This design comes from an exercise in tuning for small area, a short achievable clock period and few clock cycles per item on the open sky130 flow, not from production work.
Only simulation tests tie the RTL to the original design; equivalence was not proved.

run A:
Design fpu, start of the top module:
module fpu (
    input wire clk,
    input wire rst,
    input wire [31:0] fpscr,
    input wire in_valid,
    input wire [15:0] in_raw,
    input wire [3:0] in_fop,
    input wire [31:0] in_frl,
    input wire [31:0] in_frh,
    input wire [31:0] in_fr0,
    output reg out_valid,
    output reg out_t,
    output reg out_t_wen,
    output reg [31:0] out_fpul,
    output reg out_fpul_wen,
    output reg out_wen,
    output reg [3:0] out_wdst,
    output reg out_wbank,
    output reg [31:0] out_wdata
);
    wire arith = in_valid && ((in_fop == 4'd0) || (in_fop == 4'd5) ||
                              (in_fop == 4'd6) || (in_fop == 4'd8));
    wire sel_fmac_a = in_fop[0];                  
    wire sel_fmac_c = in_fop[2] & !in_fop[1];     
    wire sel_fmul = in_fop[1];
    wire sel_mul = in_fop[2];                     
    wire sel_mul_e = in_fop[0] | in_fop[1];       
    wire sel_sub = in_fop[3];
    wire cmp_eq, cmp_gt;
    fpu_fcmp fcmp (.a(in_frh), .b(in_frl), .eq(cmp_eq), .gt(cmp_gt));
    always @(*) begin
        out_t_wen = in_valid && ((in_fop == 4'd1) || (in_fop == 4'd2));
        out_t = in_fop[0] ? cmp_eq : cmp_gt;
        out_fpul_wen = 1'b0;
        out_fpul = 32'b0;
        out_wen = 1'b1;
    end
    wire [31:0] wa = sel_fmac_a ? in_fr0 : in_frh;
    wire [31:0] wc = sel_fmac_c ? in_frh : in_frl;
    wire [7:0] a_e = wa[30:23];
    wire [7:0] b_e = sel_mul_e ? in_frl[30:23] : 8'd127;
    wire [22:0] b_f = sel_mul ? in_frl[22:0] : 23'd0;
    wire a_fz = (wa[22:0] == 23'd0);
    wire b_fz = (b_f == 23'd0);
    wire a_z = (a_e == 8'd0) && a_fz;
    wire a_i = (a_e == 8'hff) && a_fz;
  ...
For scale: about 4500 cells after synthesis, ~90 flip-flops, about 230 I/O pins.
==> flow/config.mk <==
export PLATFORM = sky130hd
export DESIGN_NAME = fpu
export DESIGN_NICKNAME = fpu
export VERILOG_FILES = /design/flow/design.v
export SDC_FILE = /design/flow/constraint.sdc
export NUM_CORES = 4
export LEC_CHECK = 0
export ABC_AREA = 1
export CAP_MARGIN = 20
export CORE_MARGIN = 2
export CORE_UTILIZATION = 40
export PLACE_DENSITY = 0.6
export SLEW_MARGIN = 20
==> flow/constraint.sdc <==
create_clock -name core_clock -period 25.0 [get_ports {clk}]
set_input_delay 5.0000 -clock core_clock [delete_from_list [all_inputs] [get_ports {clk}]]
set_output_delay 5.0000 -clock core_clock [all_outputs]
set_load 0.01 [all_outputs]
standard.sh (not shown) runs the stock make flow with config.mk's settings and CLKGATE_MAP_FILE= SYNTH_SCRIPT=/design/flow/synth_recipe.tcl, a recipe that flattens the netlist after the stock synthesis.
==> flow/flow/run.sh <==
#!/bin/bash
set -euo pipefail
bash standard.sh SETUP_SLACK_MARGIN=12.5 finish > standard_flow.log 2>&1
Testbench counts of run A, summed over its fixed seeds: cycles 2,056, ops 2,048.
## Diff of input files: run B against run A
# run A
export LEC_CHECK = 0
export ABC_AREA = 1
export CAP_MARGIN = 20
export CORE_MARGIN = 2
export CORE_UTILIZATION = 40
export PLACE_DENSITY = 0.6
export SLEW_MARGIN = 20
create_clock -name core_clock -period 25.0 [get_ports {clk}]
# run B
export LEC_CHECK = 0
export ABC_AREA = 1
export CAP_MARGIN = 20
export CORE_MARGIN = 2
export CORE_UTILIZATION = 30
export PLACE_DENSITY = 0.5
export SLEW_MARGIN = 20
create_clock -name core_clock -period 25.0 [get_ports {clk}]
==> flow/flow/run.sh <==
#!/bin/bash
set -euo pipefail
bash standard.sh SETUP_SLACK_MARGIN=12 finish > standard_flow.log 2>&1
[summary]
- Taking run A as the reference, in run B number of search-and-repair iterations in the first detailed-routing pass has decreased, number of buffers added by the clock tree synthesis step has remained practically unchanged, vias per cell has decreased.
- Compared with run A, in run B worst setup slack fell by 300 ps.
- Run B vs. run A: count of antenna diodes in the layout moved up.
The inputs of run C differ from those of run B as listed below.
# run B
export LEC_CHECK = 0
export ABC_AREA = 1
export CAP_MARGIN = 20
export CORE_MARGIN = 2
export CORE_UTILIZATION = 30
export PLACE_DENSITY = 0.5
export SLEW_MARGIN = 20
create_clock -name core_clock -period 25.0 [get_ports {clk}]
# run C
export LEC_CHECK = 0
export ABC_AREA = 1
export CAP_MARGIN = 20
export CORE_MARGIN = 2
export CORE_UTILIZATION = 40
export PLACE_DENSITY = 0.6
export SLEW_MARGIN = 20
create_clock -name core_clock -period 25.0 [get_ports {clk}]
==> flow/flow/run.sh <==
#!/bin/bash
set -euo pipefail
bash standard.sh SETUP_SLACK_MARGIN=12.5 "BUFFER_PORTS_ARGS=-buffer_cell sky130_fd_sc_hd__buf_4" finish > standard_flow.log 2>&1
## What came out
- Run C went all the way through the flow, and no timing, DRC or antenna check failed.
- After detailed routing, run B needs more wire than run C.
- Run B vs run C, critical path capture point: out_t vs out_wdata[22]
- Compared with run B, run C shows pin count of the biggest net entering global routing that has gone down by more than 10%.
- The higher signed area change from the synthesized netlist to the final layout of run C and run B is in run C.
- Of run C and run B, run C shows the lower layout clock buffer count, with run B above it.
- Compare run C and run B | initial core utilization higher: run C
- Compared with run B, the router placed more vias in run C.
### run C -> run D
==> flow/flow/run.sh <==
#!/bin/bash
set -euo pipefail
bash standard.sh SETUP_SLACK_MARGIN=11.75 finish > standard_flow.log 2>&1
### Flow results
Run D ended up with clkdlybuf4s50_1 as its standard cell with the maximum stage delay on the critical path; run C ended up with dfxtp_4.
Delta (run D minus run C): total number of nets in the final design lower.
Looking at worst setup slack after placement, run D sits below run C.


== v45 ==
Starting RTL as in the previous note.
==> flow/design.v (excerpt) <==
module fpu (
    input wire clk,
    input wire rst,
    input wire [31:0] fpscr,
    input wire in_valid,
    input wire [15:0] in_raw,
    input wire [3:0] in_fop,
    input wire [31:0] in_frl,
    input wire [31:0] in_frh,
    input wire [31:0] in_fr0,
    output reg out_valid,
    output reg out_t,
    output reg out_t_wen,
    output reg [31:0] out_fpul,
    output reg out_fpul_wen,
    output reg out_wen,
    output reg [3:0] out_wdst,
    output reg out_wbank,
    output reg [31:0] out_wdata
);
Settings: LEC_CHECK=0, ABC_AREA=1, CAP_MARGIN=20, CORE_MARGIN=2, CORE_UTILIZATION=55, PLACE_DENSITY=0.7, SLEW_MARGIN=20; clock period 25.0 ns.
==> flow/flow/run.sh <==
#!/bin/bash
set -euo pipefail
bash standard.sh SETUP_SLACK_MARGIN=12 finish > standard_flow.log 2>&1
Testbench counts of v45, summed over its fixed seeds: cycles 2,056, ops 2,048.
### v45 -> v33
# v45
export LEC_CHECK = 0
export ABC_AREA = 1
export CAP_MARGIN = 20
export CORE_MARGIN = 2
export CORE_UTILIZATION = 55
export PLACE_DENSITY = 0.7
export SLEW_MARGIN = 20
create_clock -name core_clock -period 25.0 [get_ports {clk}]
# v33
export LEC_CHECK = 0
export CAP_MARGIN = 20
export CORE_MARGIN = 2
export CORE_UTILIZATION = 40
export PLACE_DENSITY = 0.6
export SLEW_MARGIN = 20
create_clock -name core_clock -period 25.0 [get_ports {clk}]
-- flow/flow/run.sh --
<<< v45, line 2
>>> v33, line 2

Notes after the runs:
- Every stage of the flow completed for v33, and the final layout passed the timing, DRC and antenna checks.
- Measured against v45, the die area of v33 comes out at 1.4 times the reference value.
- Re sum of routed wire segments on met1: v33 is 25% up on v45.
- Against v45 as the reference, v33 delivers a higher maximum number of pins on one net before global-route repair.
- Routed wire length: v33 higher than v45
- Number of clock buffer instances in the layout sits higher in v33 than in v45.
### v33 -> v8
# v33
export LEC_CHECK = 0
export CAP_MARGIN = 20
export CORE_MARGIN = 2
export CORE_UTILIZATION = 40
export PLACE_DENSITY = 0.6
export SLEW_MARGIN = 20
create_clock -name core_clock -period 25.0 [get_ports {clk}]
# v8
export LEC_CHECK = 0
export ABC_AREA = 1
export CAP_MARGIN = 20
export CORE_MARGIN = 2
export CORE_UTILIZATION = 40
export PLACE_DENSITY = 0.6
export SLEW_MARGIN = 20
create_clock -name core_clock -period 25.0 [get_ports {clk}]
==> flow/flow/run.sh <==
#!/bin/bash
set -euo pipefail
bash standard.sh SETUP_SLACK_MARGIN=11 finish > standard_flow.log 2>&1
==> run summary <==
Count of filler cells inserted in the layout went up by a few percent going from v33 to v8. Compared to v33, v8 has count of clock-buffer cells in the layout 1 lower. On total cell area at the placement stage: v8 sits below v33. Global-route usage in v8 is 2.0 points below v33. As far as number of sequential storage elements goes, v8 and v33 are indistinguishable; the numbers are identical. Summary — share of layout cells above drive strength 1, v8 relative to v33: lower, by 12 points.
#### Input delta (v24 over v8)
==> flow/flow/run.sh <==
#!/bin/bash
set -euo pipefail
bash standard.sh SETUP_SLACK_MARGIN=13.5 "BUFFER_PORTS_ARGS=-buffer_cell sky130_fd_sc_hd__buf_4" finish > standard_flow.log 2>&1
### Flow results
- For the number of antenna violations at the first check in global routing, v24 came in 2 higher than v8 did.
- From v8 to v24 the numbers moved as follows: final design area excluding fillers shows an increase of 13%, share of cell area taken by multi-input logic gates saw a decrease, routed length on met2 rose by about 13%.
- v24 against v8: post-layout minimum cycle time has decreased, number of hold violations in the final report has remained practically unchanged, global-route usage over all layers has increased, count of antenna diodes in the layout has increased.
- Comparing v8 and v24, the higher total routed wirelength is on v24.

-- separate check: timing with driven ports --
The results above use ideal ports. As a check the final layouts listed here were re-extracted and re-timed, cells and wires unchanged. Step 1: set_driving_cell puts a clkbuf_16 on clk and a buf_2 on each other input, an assumption about the parent block. Step 2, shift: input delay + t, output delay - t, t = (earliest + latest rising clock arrival at the registers) / 2. This alone moves slack from input paths to output paths. Three values: ideal, step 1, step 2; two values: the first two.
run	t (ns)	setup WS [ns]	worst hold slack (ns)	clock arrival spread, ns	worst register clock-pin slew, ns
run A	0.374	12.388 / 12.348 / 12.173	5.098 / 5.085 / 5.459	0.010 / 0.010	0.07 / 0.07
run B	0.409	12.086 / 12.047 / 11.884	5.069 / 5.044 / 5.453	0.010 / 0.010	0.07 / 0.07
run C	0.386	12.409 / 12.366 / 12.005	4.746 / 4.730 / 5.115	0.014 / 0.015	0.08 / 0.08
run D	0.373	11.867 / 11.847 / 11.641	5.099 / 5.085 / 5.459	0.011 / 0.011	0.07 / 0.07
v45	0.379	12.065 / 12.083 / 11.704	5.097 / 5.076 / 5.455	0.005 / 0.006	0.07 / 0.07
v33	0.387	11.701 / 11.660 / 11.475	5.083 / 5.065 / 5.452	0.012 / 0.012	0.07 / 0.07
v8	0.385	11.172 / 11.150 / 11.036	5.089 / 5.072 / 5.456	0.011 / 0.011	0.07 / 0.07
v24	0.383	12.530 / 12.484 / 12.111	4.758 / 4.738 / 5.121	0.009 / 0.009	0.07 / 0.07
After both steps every run listed still meets setup and hold. For v24, which loses most, drivers alone change the setup slack by -0.046 ns; drivers and shift together by -0.419 ns.
